This design comes from an exercise in tuning for small area and a short achievable clock period on the open sky130 flow, not from production work. At most, simulation tests tie the RTL to the original design; equivalence was not proved. For run 4, only the layout was checked, not whether the RTL still works. Power is estimated from default activity; no workload was simulated.

[flow/config.mk]
export PLATFORM = sky130hd
export DESIGN_NAME = procsn32
export DESIGN_NICKNAME = procsn32
export VERILOG_FILES = /design/flow/design.v
export SDC_FILE = /design/flow/constraint.sdc
export NUM_CORES = 4
export LEC_CHECK = 0
export ABC_AREA = 1
export CAP_MARGIN = 20
export CORE_MARGIN = 2
export CORE_UTILIZATION = 55
export CTS_CLUSTER_DIAMETER = 60
export CTS_CLUSTER_SIZE = 24
export PLACE_DENSITY = 0.7
export SETUP_SLACK_MARGIN = 2.5
export SLEW_MARGIN = 20
export TNS_END_PERCENT = 100
[flow/constraint.sdc]
create_clock -name core_clock -period 4.6 [get_ports {clock}]
set_input_delay 0.9200 -clock core_clock [delete_from_list [all_inputs] [get_ports {clock}]]
set_output_delay 0.9200 -clock core_clock [all_outputs]
set_load 0.01 [all_outputs]
[flow/design.v]
module procsn32(
    input clock,
    input [31:0] inst,
    output [31:0] result
    );
    integer i, l;
    wire [2:0] f3 = inst[14:12];
    wire [3:0] op = inst[3:0];
    wire d_add  = (f3 == 3'd0) & (op == 4'b0001);
    wire d_sub  = (f3 == 3'd1) & (op == 4'b0001);
    wire d_sll  = (f3 == 3'd0) & (op == 4'b0011);
    wire d_srl  = (f3 == 3'd1) & (op == 4'b0011);
    wire d_sra  = (f3 == 3'd2) & (op == 4'b0011);
    wire d_slt  = (f3 == 3'd0) & (op == 4'b0111);
    wire d_sltu = (f3 == 3'd1) & (op == 4'b0111);
    wire d_xor  = (f3 == 3'd0) & (op == 4'b1111);
    wire d_or   = (f3 == 3'd1) & (op == 4'b1111);
    wire d_and  = (f3 == 3'd2) & (op == 4'b1111);
    wire d_addi = (f3 == 3'd0) & (op == 4'b0101);
    wire [31:0] dec1 = 32'd1 << inst[19:15];
    wire [31:0] dec2 = d_addi ? 32'd0 : 32'd1 << inst[24:20];
    reg [31:0] s1_sel1, s1_sel2;        
    reg [4:0]  s1_rd;
    reg [11:0] s1_imm;                  
    reg        s1_inv, s1_shift;
    reg        s1_sum, s1_shr, s1_shl, s1_sra, s1_slt, s1_signed;
    reg        s1_xor, s1_or, s1_and;
    always @(posedge clock) begin
        s1_sel1   <= dec1;
        s1_sel2   <= dec2;
        s1_rd     <= inst[11:7];
        s1_imm    <= d_addi ? inst[31:20] : 12'd0;
        s1_inv    <= d_sub | d_slt | d_sltu;
        s1_shift  <= d_sll | d_srl | d_sra;
        s1_sum    <= d_add | d_sub | d_addi;
        s1_shr    <= d_srl | d_sra;
        s1_shl    <= d_sll;
        s1_sra    <= d_sra;
        s1_slt    <= d_slt | d_sltu;
        s1_signed <= d_slt;
        s1_xor    <= d_xor;
        s1_or     <= d_or;
        s1_and    <= d_and;
    end
    reg  [31:0] outP;               
    reg  [31:0] wb_n;               
    reg  [4:0]  s2_rd;
    reg  [31:0] s3_we;              
    reg  [31:0] rf [0:31];
    always @(posedge clock)
        for (i = 0; i < 32; i = i + 1)
            if (s3_we[i]) rf[i] <= ~wb_n;
    reg [31:0] rd1, rd2;
    always @(*) begin
        rd1 = 32'd0;
        rd2 = 32'd0;
        for (i = 0; i < 32; i = i + 1) begin
            rd1 = rd1 | ({32{s1_sel1[i]}} & rf[i]);
            rd2 = rd2 | ({32{s1_sel2[i]}} & rf[i]);
        end
    end
    wire [31:0] opa = rd1;
    wire [31:0] opb = (rd2 | {{20{s1_imm[11]}}, s1_imm}) ^ {32{s1_inv}};
    reg [31:0] s2_a, s2_p, s2_g;    
    reg [4:0]  s2_sh;               
    reg        s2_cin, s2_sum, s2_shr, s2_shl, s2_fill, s2_slt, s2_signed;
    reg        s2_norev;            
    reg        s2_xor, s2_or, s2_and;
    always @(posedge clock) begin
        s2_a      <= opa;
        s2_p      <= opa | opb;
        s2_g      <= opa & opb;
        s2_sh     <= s1_shift ? rd2[4:0] : 5'd0;
        s2_rd     <= s1_rd;
        s2_cin    <= s1_inv;
        s2_sum    <= s1_sum;
        s2_shr    <= s1_shr;
        s2_shl    <= s1_shl;
        s2_norev  <= ~s1_shl;
        s2_fill   <= s1_sra & rd1[31];
        s2_slt    <= s1_slt;
        s2_signed <= s1_signed;
        s2_xor    <= s1_xor;
        s2_or     <= s1_or;
        s2_and    <= s1_and;
    end
    reg [31:0] gk [0:5];
    reg [31:0] pk [0:5];
    always @(*) begin
        gk[0] = {s2_g[31:1], s2_g[0] | (s2_p[0] & s2_cin)};
        pk[0] = {s2_p[31:1], 1'b0};
        for (l = 0; l < 5; l = l + 1)
            for (i = 0; i < 32; i = i + 1)
                if (i >= (1 << l)) begin
                    gk[l+1][i] = gk[l][i] | (pk[l][i] & gk[l][i - (1 << l)]);
                    pk[l+1][i] = pk[l][i] & pk[l][i - (1 << l)];
                end else begin
                    gk[l+1][i] = gk[l][i];
                    pk[l+1][i] = pk[l][i];
                end
    end
    wire [31:0] carry = {gk[5][30:0], s2_cin};    
    wire        cout  = gk[5][31];
    wire [31:0] x     = s2_p & ~s2_g;               
    wire [31:0] sum   = x ^ carry;
    wire        lt    = ~cout ^ (s2_signed & ~x[31]);
    reg  [31:0] a_rev;
    always @(*)
        for (i = 0; i < 32; i = i + 1)
            a_rev[i] = s2_a[31-i];
    wire [31:0] sha = s2_norev ? s2_a : a_rev;
    wire [63:0] shx = {{32{s2_fill}}, sha} >> s2_sh;
    wire [31:0] shr = shx[31:0];
    reg  [31:0] shl;
    always @(*)
        for (i = 0; i < 32; i = i + 1)
            shl[i] = shr[31-i];
    wire [31:0] other =
          ({32{s2_shr}} & shr)
        | ({32{s2_shl}} & shl)
        | ({32{s2_xor}} & x)
        | ({32{s2_or}}  & s2_p)
        | ({32{s2_and}} & s2_g);
    wire [31:0] alu = other
        | ({32{s2_sum}} & sum)
        | {31'd0, s2_slt & lt};
    always @(posedge clock) begin
        outP  <= alu;
        wb_n  <= ~alu;
        s3_we <= 32'd1 << s2_rd;
    end
    assign result = outP;
endmodule
[flow/flow/run.sh]
#!/bin/bash
# Layout flow: the standard ORFS flow, with the port buffers made of
# ordinary buffers (sized by repair like any other buffer) instead of the
# delay cells buffer_ports picks by default.
set -euo pipefail
export BUFFER_PORTS_ARGS="-buffer_cell sky130_fd_sc_hd__buf_4"
bash standard.sh finish > standard.log 2>&1
[flow/standard.sh]
#!/bin/bash
# synth_recipe.tcl (not shown) runs the flow's synth.tcl, then flattens the netlist and writes it again
# the make line also repeats each setting of config.mk as NAME=value (left out here)
make -C /OpenROAD-flow-scripts/flow DESIGN_CONFIG=/design/flow/config.mk WORK_HOME=/design/flow/orfs CLKGATE_MAP_FILE= SYNTH_SCRIPT=/design/flow/synth_recipe.tcl "${@:-finish}"
==> flow_summary.json, run 1 <==
{
  "dieArea_sq_um": 106700,
  "syn_inst": 5589,
  "synth_area_sq_um": 57270,
  "drt_wl_total_mm": 264.7,
  "power.density_nw_per_um2": 387.8,
  "min_path_type": "in -> reg",
  "hold_path_end": "s1_rd[1]",
  "cts_inserted_buffers": 98,
  "ys.flop_type": "edfxtp_1",
  "grt_pass1_vias": 46799,
  "cts.path.max_buffers": 3,
  "io_buffers": 61,
  "critPathKind": "reg -> reg",
  "area_growth_pct": 14.28,
  "endpoint_kind": "flip-flop",
  "num-fill-cells": 8147,
  "nets": 5730,
  "fin_skew_ns": 0.02836,
  "worstPathRequired_ns": 5.27,
  "rsz0062_at_grt": "yes",
  "wl_per_cell_um": 36.91,
  "grt_overflow": 0,
  "design.core.area_sq_um": 103300,
  "io_pins": 65,
  "die_w_um": 326.7,
  "fin_tns_setup_ns": 0,
  "syn_nets": 5622,
  "grt_max_degree": 34,
  "final.min_clock_period_ns": 2.195,
  "hold_depth": 1,
  "crit_arrival_ns": 2.86,
  "crit_fanout": 20,
  "start_util_pct": 55.42,
  "yosysSeqAreaShare_pct": 64.35,
  "final-setup-viol-count": 0,
  "reg2reg_to": "s2_g[6]",
  "max_slew_margin_pct": 16.17,
  "vias": 52121,
  "track_usage_pct": 47.93,
  "avgViaCountPerCell": 7.267,
  "max_freq_ghz": 0.4555,
  "hold_violations": 0,
  "reg2reg_depth": 8,
  "critPathLaunchType": "flip-flop",
  "die_y_um": 326.7,
  "ant_nets": 0,
  "synth.avg_cell_area_sq_um": 10.25,
  "ctsRootBufferMaster": "clkbuf_16",
  "drv_cap": 0,
  "final_layout_size_suffix_gt1_share_pct": 14.01,
  "worst_pin_slew_ns": 1.257,
  "rows": 118,
  "worstHoldStart": "inst[8]",
  "synth_edf_count": 1024,
  "post-dp-hpwl_mm": 154.5,
  "cts.sinks": 1329,
  "synth.distinct_cells": 49,
  "worst-r2r-setup-slack_ns": 2.40,
  "ys_ff_latch": 1329,
  "drtIter0Drc": 10965,
  "leakage_nw": 25.23,
  "setup_slack_ns": 2.405,
  "drt_pass1_iterations": 8,
  "antenna_found_initial": 11,
  "gp_congestion": 1.079,
  "grt_first_pass_wirelength_mm": 352.8,
  "finalCritPeriodShare_pct": 47.72,
  "status": "timing/DRC/antenna clean",
  "clock_latency_ns": 0.75,
  "dp_slack_ns": 1.813,
  "async_reset_ff_share_pct": 0,
  "cts_tree": "done",
  "ys.warnings.count": 4,
  "hold_buffers": 0,
  "slew_viol_final": 0,
  "clkSlewWorstSetupHoldPaths_ns": 0.08,
  "cts_max_level": 3,
  "reg2reg_from": "s1_sel2[15]",
  "max-vdd-ir-drop_uv": 316.3,
  "post-route-drc-count": 0
}
## power breakdown
| group | total (mW) | internal [mW] | switching, mW |
|---|---|---|---|
| Combinational | 2.12 | 0.586 | 1.53 |
| Sequential | 13.6 | 13.1 | 0.433 |
| Clock | 9.69 | 4.63 | 5.06 |
| Total | 25.4 | 18.4 | 7.03 |
## cells by family (layout without fill, tap and decap cells)
kind of cell,Yosys count,count (layout),synth area share [%]
xor+xnor,1,1,0.01530
compound gates,589,589,7.989
flops,1329,1329,64.35
simple gates,3056,3056,23.45
buf+inv,614,805,4.195
other cells,0,12,0
## state kept, by name, summed over array words and instances, names as in the netlist, 12 cells and up
register  count
outP         32
wb_n         32
s1_imm       12
s1_sel2      32
rf         1024
s2_p         32
s2_a         32
s3_we        32
s1_sel1      32
s2_g         32
## layer usage
layer | up-vias | track usage, % | share of wire, %
met3 | 1961 | 24.91 | 20
li1 | 20246 | - | -
met5 | - | 0 | 0.062
met4 | 14 | 38.84 | 11
met1 | 24071 | 55.63 | 30
met2 | 5829 | 65.98 | 39
## repair_timing
action                                  CTS  global route
pin swaps                                17            29
setup buffers                            35            50
endpoints found under the setup margin  167           180
gates cloned                              5             2
gates resized for setup                 163           204
## layout by cell type (no fill, tap or decap), types with 8 or more instances in the layout
cell type   count
a211oi_1       28
a21oi_1        61
a21oi_2         9
a221oi_1      126
a22o_1        250
a22oi_1         8
buf_12         21
buf_4         199
buf_6          41
buf_8          12
clkbuf_16     104
clkinv_8       16
clkinvlp_4      9
dfxtp_1       175
dfxtp_2        71
dfxtp_4        59
diode_2        12
edfxtp_1     1024
inv_1         317
inv_12         10
inv_2          10
inv_6          16
inv_8          21
nand2_1      1745
nand2_2        54
nand2_4        11
nand3_1       396
nand3_2        38
nand4_1       386
nor2_1        254
nor2_2         19
nor2_4         12
nor3_1         59
nor4_1         25
nor4_2         20
o211ai_1        8
o21ai_0        50
o22ai_1        16
## stage by stage
stage / cell area, sq um / instances / power [mW] / hold slack [ns] / utilization [%]
finish: 65450 / 7172 / 25.38 / 0.2880 / 63.33
global route: 65420 / 7160 / 25.80 / 0.2805 / 63.30
CTS: 63990 / 7108 / 24.98 / 0.2849 / 61.91
detailed placement: 59460 / 6885 / 15.61 / 0.3132 / 57.54
global placement: 59460 / 6885 / 15.59 / 0.3145 / 57.54
floorplan: 57270 / 5589 / 14.68 / 0.3096 / -
## cell type report
cell class	instances	area, sq um	area share, %
Antenna cell	12	30.03	0.04588
Clock buffer	105	2562	3.915
Clock inverter	78	1030	1.573
Inverter	339	1320	2.017
Multi-Input combinational cell	3646	18840	28.79
Sequential cell	1329	37170	56.79
Tap cell	1380	1727	2.638
Timing Repair Buffer	280	2751	4.204
Timing Repair inverter	3	22.52	0.03441
## synthesized netlist by cell type, types with 4 or more instances
master,n,area (sq um)
a221oi_1,131,1147
nor4_1,51,319.1
clkbuf_1,222,833.3
a22oi_1,8,60.06
nand2_4,5,56.30
nand2_1,1794,6734
o21bai_1,4,30.03
a211oi_1,29,217.7
nand4_1,386,2415
nand2_2,11,68.82
buf_1,12,45.04
dfxtp_1,305,6106
edfxtp_1,1024,30750
nor3_2,4,40.04
nor2_1,278,1044
nor3_1,64,320.3
o21ai_0,50,250.2
a31oi_1,6,37.54
o22ai_1,16,100.1
buf_2,33,165.2
buf_4,4,30.03
o211ai_1,8,60.06
a22o_1,250,2190
inv_1,324,1216
nor2_2,7,43.79
nand3b_1,6,45.04
o2111ai_1,7,61.31
inv_2,9,33.78
a21oi_1,70,350.3
nand3_1,425,2127
o21ai_1,4,20.02
nand3_2,12,120.1
clkinv_1,5,18.77
## worst max-delay path, cell delays in order (launching register included)
cell and delay (ns):
dfxtp_4 0.51, buf_8 0.30, nand2_1 0.12, nand3_1 0.12
nor4_2 0.40, nand3_1 0.12, nand2_1 0.07, nand2_1 0.28
nor2_1 0.17
## worst max-delay path by stage
stage	endpoint	startpoint	slack (ns)
floorplan	s1_sel2[10]	inst[14]	2.65
CTS	outP[28]	s2_p[7]	2.46
finish	s2_g[6]	s1_sel2[15]	2.40
global placement	wb_n[17]	s2_sh[1]	1.87
detailed placement	s1_sel2[30]	inst[14]	1.81
global route	wb_n[24]	s2_norev	2.46
==> inputs of run 2 (changes only) <==
--- a/flow/config.mk
+++ b/flow/config.mk
@@ -9,8 +9,8 @@
 export CAP_MARGIN = 20
 export CORE_MARGIN = 2
-export CORE_UTILIZATION = 55
+export CORE_UTILIZATION = 60
 export CTS_CLUSTER_DIAMETER = 60
 export CTS_CLUSTER_SIZE = 24
-export PLACE_DENSITY = 0.7
+export PLACE_DENSITY = 0.75
 export SETUP_SLACK_MARGIN = 2.5
 export SLEW_MARGIN = 20
==> flow_summary.json, run 2 <==
{
  "place_area_sq_um": 59320,
  "synth_top_family_by_area": "simple AND/OR/NAND/NOR gates",
  "syn_nets": 5622,
  "clkSlewWorstSetupHoldPaths_ns": 0.08,
  "synthMuxAreaShare_pct": 0,
  "final_cell_mix": "nand2_1, edfxtp_1, nand3_1",
  "synth.distinct_cells": 49,
  "cts.sinks": 1329,
  "fin_cells": 7060,
  "wl_per_cell_um": 36.20,
  "synth_xor_area_share_pct": 0.01529,
  "critPathKind": "reg -> reg",
  "hold_violations": 0,
  "ys.warnings.count": 4,
  "fin_area_sq_um": 65180,
  "ys_ff_latch": 1329,
  "crit_fanout": 14,
  "leakage_nw": 25.15,
  "final.min_clock_period_ns": 2.212,
  "synth_top_area_share_pct": 53.69,
  "synth_edf_count": 1024,
  "grt_max_degree": 34,
  "ant_nets": 0,
  "drv_cap": 0,
  "ys.flop_type": "edfxtp_1",
  "synth.avg_cell_area_sq_um": 10.25,
  "max-vdd-ir-drop_uv": 389.5,
  "max_stage_delay_ns": 0.51,
  "area_growth_pct": 13.80,
  "crit_chain": "buf_4 -> a22o_1 -> a221oi_2 -> nand2_1 -> nor3_4 -> buf_12 -> nand2_1",
  "slew_viol_final": 0,
  "path_common_cell": "nand2_1",
  "ctsRootBufferMaster": "clkbuf_16",
  "synth_fa_ha_area_share_pct": 0,
  "final-setup-viol-count": 0,
  "largest_register_ffs": 1024,
  "cts_max_level": 3,
  "reg2reg_from": "s1_sel1[19]",
  "hold_slack_ns": 0.2692,
  "track_usage_pct": 51.09,
  "antenna_found_initial": 10,
  "io_buffers": 61,
  "vias": 52031,
  "cts_inserted_buffers": 101,
  "io_pins": 65,
  "fin_skew_ns": 0.03494,
  "synthTopCellsByArea": "edfxtp_1, nand2_1, dfxtp_1",
  "max_freq_ghz": 0.4521,
  "synth-simple-area-share_pct": 23.45,
  "worst_pin_slew_ns": 1.390,
  "post-dp-hpwl_mm": 153.3,
  "yosysTopAreaCell": "edfxtp_1",
  "min_path_type": "in -> reg",
  "endpoint_kind": "flip-flop",
  "synth_area_sq_um": 57270,
  "worstPathRequired_ns": 5.23,
  "clock_latency_ns": 0.76,
  "syn_inst": 5589,
  "cts.path.max_buffers": 3,
  "cp_slowest_cell": "dfxtp_4",
  "yosysSeqAreaShare_pct": 64.35,
  "hold_buffers": 0,
  "regMostFlops": "rf",
  "gp_congestion": 1.051,
  "dieArea_sq_um": 97940,
  "drtIter0Drc": 11446,
  "worst-r2r-setup-slack_ns": 2.39,
  "dp.cells": 6773,
  "finalCritPeriodShare_pct": 48.08,
  "cts_tree": "done",
  "drt_pass1_iterations": 12,
  "yosysMostFrequentCell": "nand2_1",
  "crit_start": "s1_sel1[19]",
  "worstHoldStart": "inst[11]",
  "max_slew_margin_pct": 7.300,
  "synth_compound_area_share_pct": 7.989,
  "status": "timing/DRC/antenna clean",
  "critPathLaunchType": "flip-flop",
  "rows": 113,
  "nets": 5728,
  "synthTopCellsByCount": "nand2_1, edfxtp_1, nand3_1",
  "rsz0062_at_grt": "yes",
  "layout_commonest_cell": "nand2_1",
  "die_y_um": 313.0,
  "num-fill-cells": 7006,
  "final_layout_size_suffix_gt1_share_pct": 14.19,
  "fin_tns_setup_ns": 0,
  "post-route-drc-count": 0,
  "power.density_nw_per_um2": 388.8,
  "crit_arrival_ns": 2.84,
  "async_reset_ff_share_pct": 0,
  "start_util_pct": 60.46,
  "design.core.area_sq_um": 94730,
  "grt_first_pass_wirelength_mm": 346.0,
  "die_w_um": 313.0,
  "avgViaCountPerCell": 7.370,
  "drt_wl_total_mm": 255.6,
  "grt_overflow": 0,
  "grt_pass1_vias": 47196
}
-- run 2: per-layer routing --
layer  share of wire (%)  vias up  global-route usage [%]
li1                    -    20240                       -
met1                  29    23673                   59.26
met2                  39     6083                   70.28
met3                  20     2008                   26.47
met4                  12       27                   42.04
met5                0.24        -                  0.1451
-- run 2: cell families after synthesis --
logic type	count (synthesis)
buffers and inverters	614
AO/OA/AOI/OAI	589
flip-flops	1329
XOR/XNOR	1
AND/OR/NAND/NOR	3056
-- run 2: layout make-up --
| class | count | area (sq um) | share of cell area [%] |
|---|---|---|---|
| Multi-Input combinational cell | 3646 | 18830 | 28.88 |
| Clock inverter | 80 | 994.7 | 1.526 |
| Inverter | 339 | 1330 | 2.041 |
| Tap cell | 1265 | 1583 | 2.428 |
| Timing Repair inverter | 3 | 22.52 | 0.03456 |
| Clock buffer | 107 | 2614 | 4.010 |
| Antenna cell | 16 | 40.04 | 0.06143 |
| Sequential cell | 1329 | 37180 | 57.04 |
| Timing Repair Buffer | 275 | 2587 | 3.970 |
-- run 2: stage by stage --
step                      total power [mW]  setup slack (ns)  utilization, %
after floorplan                      14.68             2.648               -
after detailed placement             15.62             1.838           62.62
after CTS                            24.94             2.435           67.42
final                                25.34             2.388           68.80
after global placement               15.61             1.787           62.61
after global routing                 25.80             2.394           68.76
-- run 2: timing repair --
item	CTS	global route
gates resized for setup	182	206
setup endpoints to repair	162	157
buffers inserted	32	45
cloned	5	2
pin swaps	13	28
-- run 2: where the power goes --
| part | total (mW) | internal (mW) | switching [mW] |
|---|---|---|---|
| Sequential | 13.6 | 13.1 | 0.428 |
| Clock | 9.64 | 4.59 | 5.05 |
| Combinational | 2.14 | 0.589 | 1.55 |
| Total | 25.3 | 18.3 | 7.03 |
-- run 2: final timing paths --
check             endpoint  depth (start not counted)
setup / recovery   s2_p[6]                          7
hold reg to reg     s2_shr                          0
setup reg to reg   s2_p[6]                          7
hold / removal    s1_rd[4]                          1
-- run 2: critical path, delay by kind of cell (launching register included) --
kind / cells / cell delay [ns]
buffers and inverters: 2 / 0.47
AO/OA/AOI/OAI: 2 / 0.57
flip-flops: 1 / 0.51
AND/OR/NAND/NOR: 3 / 0.50
==> inputs of run 3 (changes only) <==
--- a/flow/config.mk
+++ b/flow/config.mk
@@ -9,8 +9,8 @@
 export CAP_MARGIN = 20
 export CORE_MARGIN = 2
-export CORE_UTILIZATION = 60
-export CTS_CLUSTER_DIAMETER = 60
-export CTS_CLUSTER_SIZE = 24
-export PLACE_DENSITY = 0.75
+export CORE_UTILIZATION = 65
+export CTS_CLUSTER_DIAMETER = 70
+export CTS_CLUSTER_SIZE = 27
+export PLACE_DENSITY = 0.8
 export SETUP_SLACK_MARGIN = 2.5
 export SLEW_MARGIN = 20
==> flow_summary.json, run 3 <==
{
  "status": "timing/DRC/antenna clean",
  "leakage_nw": 24.69,
  "cts_tree": "done",
  "hold_slack_ns": 0.3312,
  "final_util_pct": 73.49,
  "slew_viol_final": 0,
  "cp_slowest_cell": "dfxtp_2",
  "final.min_clock_period_ns": 2.275,
  "layout.area.seq_sq_um": 37160,
  "grt_busiest_layer": "met2",
  "crit_chain": "buf_6 -> a22o_1 -> a221oi_1 -> nand4_1 -> buf_4 -> inv_1 -> nor2_2",
  "io_pins": 65,
  "grt_pass1_vias": 48176,
  "die_w_um": 300.8,
  "total_power_mw": 22.85,
  "cts_inserted_buffers": 66,
  "layout_commonest_cell": "nand2_1",
  "gr-usage-met2_pct": 73.44,
  "critPathLaunchType": "flip-flop",
  "worst_pin_slew_ns": 1.362,
  "hold_buffers": 0,
  "dieArea_sq_um": 90500,
  "fin_skew_ns": 0.04420,
  "post-dp-hpwl_mm": 152.0,
  "max_stage_delay_ns": 0.80,
  "vias": 53494,
  "cts_max_level": 3,
  "avgViaCountPerCell": 7.718,
  "area_growth_pct": 11.66,
  "final_layout_size_suffix_gt1_share_pct": 12.87,
  "grt_overflow": 0,
  "grtUsageMet1_pct": 62.00,
  "syn_nets": 5622,
  "crit_fanout": 19,
  "cp_top_family": "flip-flops",
  "ctsRootBufferMaster": "clkbuf_16",
  "nets": 5730,
  "rows": 108,
  "fin_tns_setup_ns": 0,
  "drt_pass1_iterations": 30,
  "endpoint_kind": "flip-flop",
  "cts.sinks": 1329,
  "gp_congestion": 1.051,
  "max_slew_margin_pct": 9.180,
  "yosysSeqAreaShare_pct": 64.35,
  "power.density_nw_per_um2": 357.3,
  "start_util_pct": 65.81,
  "critPathKind": "reg -> reg",
  "ant_nets": 0,
  "regMostFlops": "rf",
  "final-setup-viol-count": 0,
  "max_freq_ghz": 0.4397,
  "antenna_found_initial": 17,
  "worstPathRequired_ns": 5.20,
  "synth.avg_cell_area_sq_um": 10.25,
  "cts.path.max_buffers": 3,
  "num-fill-cells": 5887,
  "synth_top_area_share_pct": 53.69,
  "min_path_type": "reg -> reg",
  "io_buffers": 61,
  "ys_ff_latch": 1329,
  "track_usage_pct": 55.28,
  "multi_input_area_sq_um": 18810,
  "synthTopCellsByCount": "nand2_1, edfxtp_1, nand3_1",
  "final_cell_mix": "nand2_1, edfxtp_1, nand4_1",
  "synth_area_sq_um": 57270,
  "ys.warnings.count": 4,
  "die_y_um": 300.8,
  "path_buf_inv": 3,
  "clock_latency_ns": 0.71,
  "synthTopCellsByArea": "edfxtp_1, nand2_1, dfxtp_1",
  "ys.flop_type": "edfxtp_1",
  "wl_per_cell_um": 37.31,
  "crit_arrival_ns": 2.87,
  "async_reset_ff_share_pct": 0,
  "clkSlewWorstSetupHoldPaths_ns": 0.10,
  "max-vdd-ir-drop_uv": 414.0,
  "yosysMostFrequentCell": "nand2_1",
  "drt_wl_total_mm": 258.6,
  "finalCritPeriodShare_pct": 49.45,
  "syn_inst": 5589,
  "drtIter0Drc": 13324,
  "largest_register_ffs": 1024,
  "synth_edf_count": 1024,
  "rsz0062_at_grt": "yes",
  "hold_violations": 0,
  "drv_cap": 0,
  "grt_use_met3_pct": 34.07,
  "design.core.area_sq_um": 87020,
  "yosysTopAreaCell": "edfxtp_1",
  "grt_max_degree": 34,
  "post-route-drc-count": 0,
  "grt_first_pass_wirelength_mm": 344.7,
  "synth.distinct_cells": 49
}
run 3: metrics by stage:
stage / setup WS, ns / cell area [sq um] / cells
3_3_place_gp: 1.864 / 59230 / 6669
2_1_floorplan: 2.648 / 57270 / 5589
4_1_cts: 2.496 / 62330 / 6824
5_1_grt: 2.451 / 63880 / 6901
6_report: 2.325 / 63950 / 6931
3_5_place_dp: 1.866 / 59230 / 6669
run 3: cells by family after synthesis:
| logic type | count (synthesis) | synth area share (%) |
|---|---|---|
| AO/OA/AOI/OAI | 589 | 7.989 |
| flip-flops | 1329 | 64.35 |
| AND/OR/NAND/NOR | 3056 | 23.45 |
| XOR/XNOR | 1 | 0.01530 |
| buffers and inverters | 614 | 4.195 |
run 3: routing by layer:
layer  part of all wire (%)  wire length [um]
met5                   0.28               730
met2                     38             97540
met1                     28             72270
met3                     21             54940
met4                     13             33080
run 3: worst paths after layout:
kind / start / end / slack [ns] / depth (start not counted)
setup / recovery: s1_sel1[30] / s2_g[5] / 2.33 / 7
hold / removal: s1_and / s2_and / 0.33 / 0
setup reg to reg: s1_sel1[30] / s2_g[5] / 2.33 / 7
hold reg to reg: s1_and / s2_and / 0.33 / 0
run 3: where the power goes:
group          internal [mW]  switching (mW)  leakage (nW)
logic                  0.589            1.55          11.0
registers               13.1           0.430          12.7
clock network           3.03            4.12          1.04
total                   16.8            6.10          24.7
run 3: final cells by class:
class	count	share of cell area, %
clock inverters	21	0.4891
multi-input cells	3646	29.42
clock buffers	94	2.903
inverters	339	2.047
flip-flops and latches	1329	58.11
repair buffers	313	4.629
repair inverters	2	0.02348
well taps	1155	2.260
diodes	32	0.1252
run 3: what timing repair did:
action	CTS	global route
setup endpoints to repair	160	164
pin swaps	12	25
buffers inserted	36	73
gates resized for setup	160	171
gates cloned	4	2
==> inputs of run 4 (changes only) <==
==> flow/design.v (replaced) <==
`timescale 1ns / 1ps
module procsn32(
    input clock,
    input [31:0] inst,
    output [31:0] result
    );
    wire [4:0] rs1_num, rs2_num, rd_num;
    reg [4:0] rd_num_r, rd_num_rr;
    wire [3:0] ctrl;
    wire [11:0] imm;
    wire [31:0]  rs1, rs2;
    wire [31:0] inst_r,outP;
    inst_dec ID (inst, rs1_num, rs2_num, rd_num, inst_r, clock);
    control CTRL (inst_r, ctrl, imm, clock);
    always@(posedge clock) begin
    rd_num_r <= rd_num;
    rd_num_rr <= rd_num_r;
    end 
    ALU ALU (rs1, rs2, imm, ctrl, outP, clock);
    regBank regB(clock, rs1_num, rs2_num, rd_num_rr, outP, rs1, rs2);
    assign result = outP;
endmodule
module regBank(input clock, input [4:0] rs1_num, rs2_num, dataW_num, 
               input [31:0] dataW, output reg [31:0] data1, data2);
reg [31:0] regBank [0:31];   
always@(posedge clock) begin
data1 <= regBank[rs1_num];
data2 <= regBank[rs2_num];
regBank[dataW_num] <= dataW;
end
endmodule
module inst_dec(input [31:0] inst, 
    output [4:0] rs1_num, rs2_num, rd_num,
    output reg [31:0] inst_r, input clock);
always@(posedge clock) inst_r <= inst;
assign rs1_num = inst_r[19:15];    
assign rs2_num = inst_r[24:20];    
assign rd_num = inst_r[11:7];   
endmodule
module control(input [31:0] inst, output reg [3:0] ctrl,
               output reg [11:0] imm, input clock);
parameter   ADD = 10'b0000001, SUB = 10'b0010001, SLL = 10'b0000011,
            SRL = 10'b0010011, SRA = 10'b0100011, SLT = 10'b0000111,
            SLTU= 10'b0010111, XOR = 10'b0001111, OR  = 10'b0011111,
            AND = 10'b0101111, ADDI = 10'b0000101;        
    always@(posedge clock) begin                 
    imm <= inst[31:20];
    case({inst[14:12],inst[3:0]})  
            ADD : ctrl <= 4'h1;
            SUB : ctrl <= 4'h2;
            SLL : ctrl <= 4'h3; 
            SRL : ctrl <= 4'h4;
            SRA : ctrl <= 4'h5;
            SLT : ctrl <= 4'h6;
            SLTU: ctrl <= 4'h7;
            XOR : ctrl <= 4'h8;
            OR  : ctrl <= 4'h9;
            AND : ctrl <= 4'ha;
            ADDI: ctrl <= 4'hb;
            default : ctrl <= 4'h0;
    endcase
    end
endmodule
module ALU(input [31:0] rs1, input [31:0] rs2, input [11:0] imm,
             input [3:0] ctrl, output reg [31:0] outP, input clock);
always@(posedge clock) begin 
case(ctrl)  
4'h1 : outP <= rs1 + rs2 ;
4'h2 : outP <= rs1 - rs2 ;
4'h3 : outP <= rs1 << rs2[4:0] ; 
4'h4 : outP <= rs1 >> rs2[4:0] ;
4'h5 : outP <= $signed(rs1) >>> rs2[4:0] ;
4'h6 : outP <= ($signed(rs1) < $signed(rs2)) 
              ? 32'h00000001 : 32'h00000000 ;
4'h7 : outP <= (rs1 < rs2) 
              ? 32'h00000001 : 32'h00000000 ;
4'h8 : outP <= rs1 ^ rs2 ;
4'h9 : outP <= rs1 | rs2 ;
4'ha : outP <= rs1 & rs2 ;
4'hb : outP <= rs1 + {{20{imm[11]}}, imm} ;
default : outP <= 32'h00000000 ;
endcase
end
endmodule
==> flow/run.sh (new file) <==
#!/bin/bash
# synth_recipe.tcl (not shown) runs the flow's synth.tcl, then flattens the netlist and writes it again
# the make line also repeats each setting of config.mk as NAME=value (left out here)
make -C /OpenROAD-flow-scripts/flow DESIGN_CONFIG=/design/flow/config.mk WORK_HOME=/design/flow/orfs CLKGATE_MAP_FILE= SYNTH_SCRIPT=/design/flow/synth_recipe.tcl finish
==> flow/config.mk (replaced) <==
export PLATFORM = sky130hd
export DESIGN_NAME = procsn32
export DESIGN_NICKNAME = procsn32
export VERILOG_FILES = /design/flow/design.v
export SDC_FILE = /design/flow/constraint.sdc
export NUM_CORES = 4
export LEC_CHECK = 0
export CAP_MARGIN = 20
export CORE_MARGIN = 2
export CORE_UTILIZATION = 40
export SLEW_MARGIN = 20
removed: flow/flow/run.sh
removed: flow/standard.sh
==> flow_summary.json, run 4 <==
{
  "status": "timing/DRC/antenna clean",
  "avgViaCountPerCell": 6.345,
  "synthTopCellsByCount": "edfxtp_1, mux4_2, nor2_1",
  "max_stage_delay_ns": 0.54,
  "max-vdd-ir-drop_uv": 409.1,
  "drt_wl_total_mm": 182.2,
  "antenna_found_initial": 10,
  "setup_slack_ns": 0.3938,
  "num-fill-cells": 12439,
  "io_buffers": 61,
  "design.core.area_sq_um": 147300,
  "nets": 3706,
  "vias": 35405,
  "synth_top_family_by_area": "multiplexers",
  "dieArea_sq_um": 151100,
  "p_comb_share_pct": 17.2,
  "post-dp-hpwl_mm": 115.2,
  "ys.flop_type": "edfxtp_1",
  "hold_violations": 0,
  "path_common_cell": "a21oi_1",
  "leakage_nw": 22.66,
  "min_path_type": "reg -> reg",
  "synthTopCellsByArea": "edfxtp_1, mux4_2, dfxtp_1",
  "io_pins": 65,
  "power.density_nw_per_um2": 411.7,
  "largest_register_ffs": 1024,
  "fin_skew_ns": 0.03388,
  "final_layout_size_suffix_gt1_share_pct": 33.34,
  "synth.distinct_cells": 78,
  "synth_edf_count": 1024,
  "max_freq_ghz": 0.2377,
  "finalCritPeriodShare_pct": 91.44,
  "die_w_um": 388.7,
  "drv_cap": 0,
  "grt_first_pass_wirelength_mm": 259.8,
  "syn_inst": 3417,
  "wl_per_cell_um": 32.66,
  "die_y_um": 388.7,
  "start_util_pct": 40.19,
  "ctsRootBufferMaster": "clkbuf_16",
  "yosysMostFrequentCell": "edfxtp_1",
  "post-route-drc-count": 0,
  "worst-r2r-setup-slack_ns": 0.39,
  "ant_nets": 0,
  "cts_inserted_buffers": 131,
  "grt_max_degree": 81,
  "syn_nets": 3581,
  "synth_fa_ha_area_share_pct": 2.794,
  "yosysSeqAreaShare_pct": 57.04,
  "ys.warnings.count": 5,
  "endpoint_kind": "flip-flop",
  "num_antenna_cells": 0,
  "cp_slowest_cell": "or4_1",
  "rows": 141,
  "grt_pass1_vias": 35497,
  "clock_latency_ns": 0.78,
  "fin_area_sq_um": 67490,
  "worstPathRequired_ns": 5.31,
  "slew_viol_final": 0,
  "drt_pass1_iterations": 6,
  "synth_xor_area_share_pct": 0.7249,
  "synth_compound_area_share_pct": 4.848,
  "internal-power_mw": 20.15,
  "synthMuxAreaShare_pct": 28.77,
  "final_cell_mix": "edfxtp_1, mux4_2, nor2_1",
  "async_reset_ff_share_pct": 0,
  "cts.path.max_buffers": 3,
  "layout_commonest_cell": "edfxtp_1",
  "crit_chain": "nor2b_1 -> nand3_4 -> mux2_2 -> ha_1 -> o21ai_0 -> o21bai_2 -> a2111oi_0 -> buf_4 -> o31a_1 -> o21ai_1 -> a21oi_1 -> or4_1 -> a21oi_1 -> a211o_1",
  "cts.sinks": 1175,
  "synth_area_sq_um": 59210,
  "area_growth_pct": 13.98,
  "drtIter0Drc": 4676,
  "final-setup-viol-count": 0,
  "regMostFlops": "regB.regBank",
  "gp_congestion": 0.9561,
  "max_slew_margin_pct": 21.27,
  "switching_share_pct": 27.47,
  "synth_top_area_share_pct": 51.94,
  "rsz0062_at_grt": "no",
  "synth.avg_cell_area_sq_um": 17.33,
  "critPathKind": "reg -> reg",
  "final.min_clock_period_ns": 4.206,
  "ys_ff_latch": 1175,
  "synth-simple-area-share_pct": 3.567,
  "worst_pin_slew_ns": 1.178,
  "seqPwrFrac_pct": 45.2,
  "place_area_sq_um": 63160,
  "power_switching_mw": 7.632,
  "dp_slack_ns": -0.07460,
  "cts_max_level": 4,
  "grt_overflow": 0,
  "crit_fanout": 12,
  "total_power_mw": 27.78,
  "cts_tree": "done",
  "hold_slack_ns": 0.3305,
  "yosysTopAreaCell": "edfxtp_1",
  "final_util_pct": 45.81,
  "critPathLaunchType": "flip-flop",
  "clkSlewWorstSetupHoldPaths_ns": 0.06,
  "crit_arrival_ns": 4.92,
  "track_usage_pct": 24.12,
  "clkPwrFrac_pct": 37.5
}
[run 4: kinds of logic after synthesis]
family | count (synthesis)
multiplexers | 817
XOR/XNOR | 49
AO/OA/AOI/OAI | 432
flip-flops | 1175
adder cells (fa/ha/maj) | 131
buffers and inverters | 338
AND/OR/NAND/NOR | 475
[run 4: path summary, 6_finish.rpt]
path                      from            to  cells past startpoint
setup / recovery  CTRL.ctrl[3]  ALU.outP[27]                     14
hold / removal     rd_num_r[2]  rd_num_rr[2]                      0
setup reg to reg  CTRL.ctrl[3]  ALU.outP[27]                     14
hold reg to reg    rd_num_r[2]  rd_num_rr[2]                      0
[run 4: layout make-up]
type / count / area (sq um) / share of cell area (%)
Sequential cell: 1175 / 33820 / 50.11
Multi-Input combinational cell: 1904 / 24370 / 36.11
Clock buffer: 178 / 3664 / 5.429
Tap cell: 1930 / 2415 / 3.578
Timing Repair Buffer: 237 / 2277 / 3.374
Clock inverter: 63 / 594.3 / 0.8807
Inverter: 93 / 349.1 / 0.5173
[run 4: metrics by stage]
step | cells | TNS (ns)
floorplan | 3417 | 0
global placement | 5336 | -0.06657
detailed placement | 5337 | -0.07460
CTS | 5578 | 0
global route | 5580 | 0
finish | 5580 | 0
[run 4: per-layer routing]
| metal | track usage [%] | wire length [um] |
|---|---|---|
| met5 | 0 | 0 |
| met4 | 7.018 | 5257 |
| met3 | 4.690 | 16320 |
| met2 | 38.42 | 86310 |
| met1 | 33.78 | 74340 |
[run 4: worst max-delay path, delay by kind of cell, from the launching register on]
family          cells  cell delay [ns]
buf+inv             1             0.17
simple gates        3             1.14
mux                 1             0.37
flops               1             0.40
compound gates      8             1.72
fa+ha+maj           1             0.34
[run 4: timing repair]
item	4_1_cts	5_1_grt
cloned	0	0
gates resized for setup	1	2
endpoints found under the setup margin	1	3
hold buffers	0	0
buffers inserted	0	0
[run 4: power by group through the flow]
stage / sequential (mW) / clock [mW] / combinational [mW]
after floorplan: 12.7 / 0 / 3.14
after CTS: 12.6 / 10.6 / 4.74
after detailed placement: 12.8 / 0 / 4.71
final: 12.6 / 10.4 / 4.79
after global routing: 12.6 / 11.0 / 5.13
after global placement: 12.8 / 0 / 4.71

[port drivers added, routing unchanged]
How much do the figures lean on ideal ports? The routed layouts below were timed once more, with nothing changed but the port constraints. Step 1, drivers: a clkbuf_16 drives clock and a buf_2 each remaining input, both assumed. Step 2 moves the port delays by t, midway between the first and last clock arrival at a register: inputs arrive t later, outputs are due t later. That takes back most of the time a late clock gives input paths. a / b / c = ideal / step 1 / step 2; a / b = the first two.
| run | t, ns | slack for setup (ns) | hold slack, ns | worst register clock-pin slew, ns |
|---|---|---|---|---|
| run 1 | 0.810 | 2.405 / 2.392 / 2.003 | 0.288 / 0.243 / 0.330 | 0.10 / 0.10 |
| run 2 | 0.808 | 2.388 / 2.388 / 2.066 | 0.269 / 0.222 / 0.332 | 0.09 / 0.09 |
| run 3 | 0.764 | 2.325 / 2.325 / 2.083 | 0.331 / 0.283 / 0.331 | 0.12 / 0.12 |
| run 4 | 0.844 | 0.394 / 0.394 / 0.394 | 0.330 / 0.330 / 0.330 | 0.06 / 0.06 |
After both steps every run listed still meets setup and hold. For run 1, which loses most, drivers alone change the setup slack by -0.013 ns; drivers and shift together by -0.402 ns.
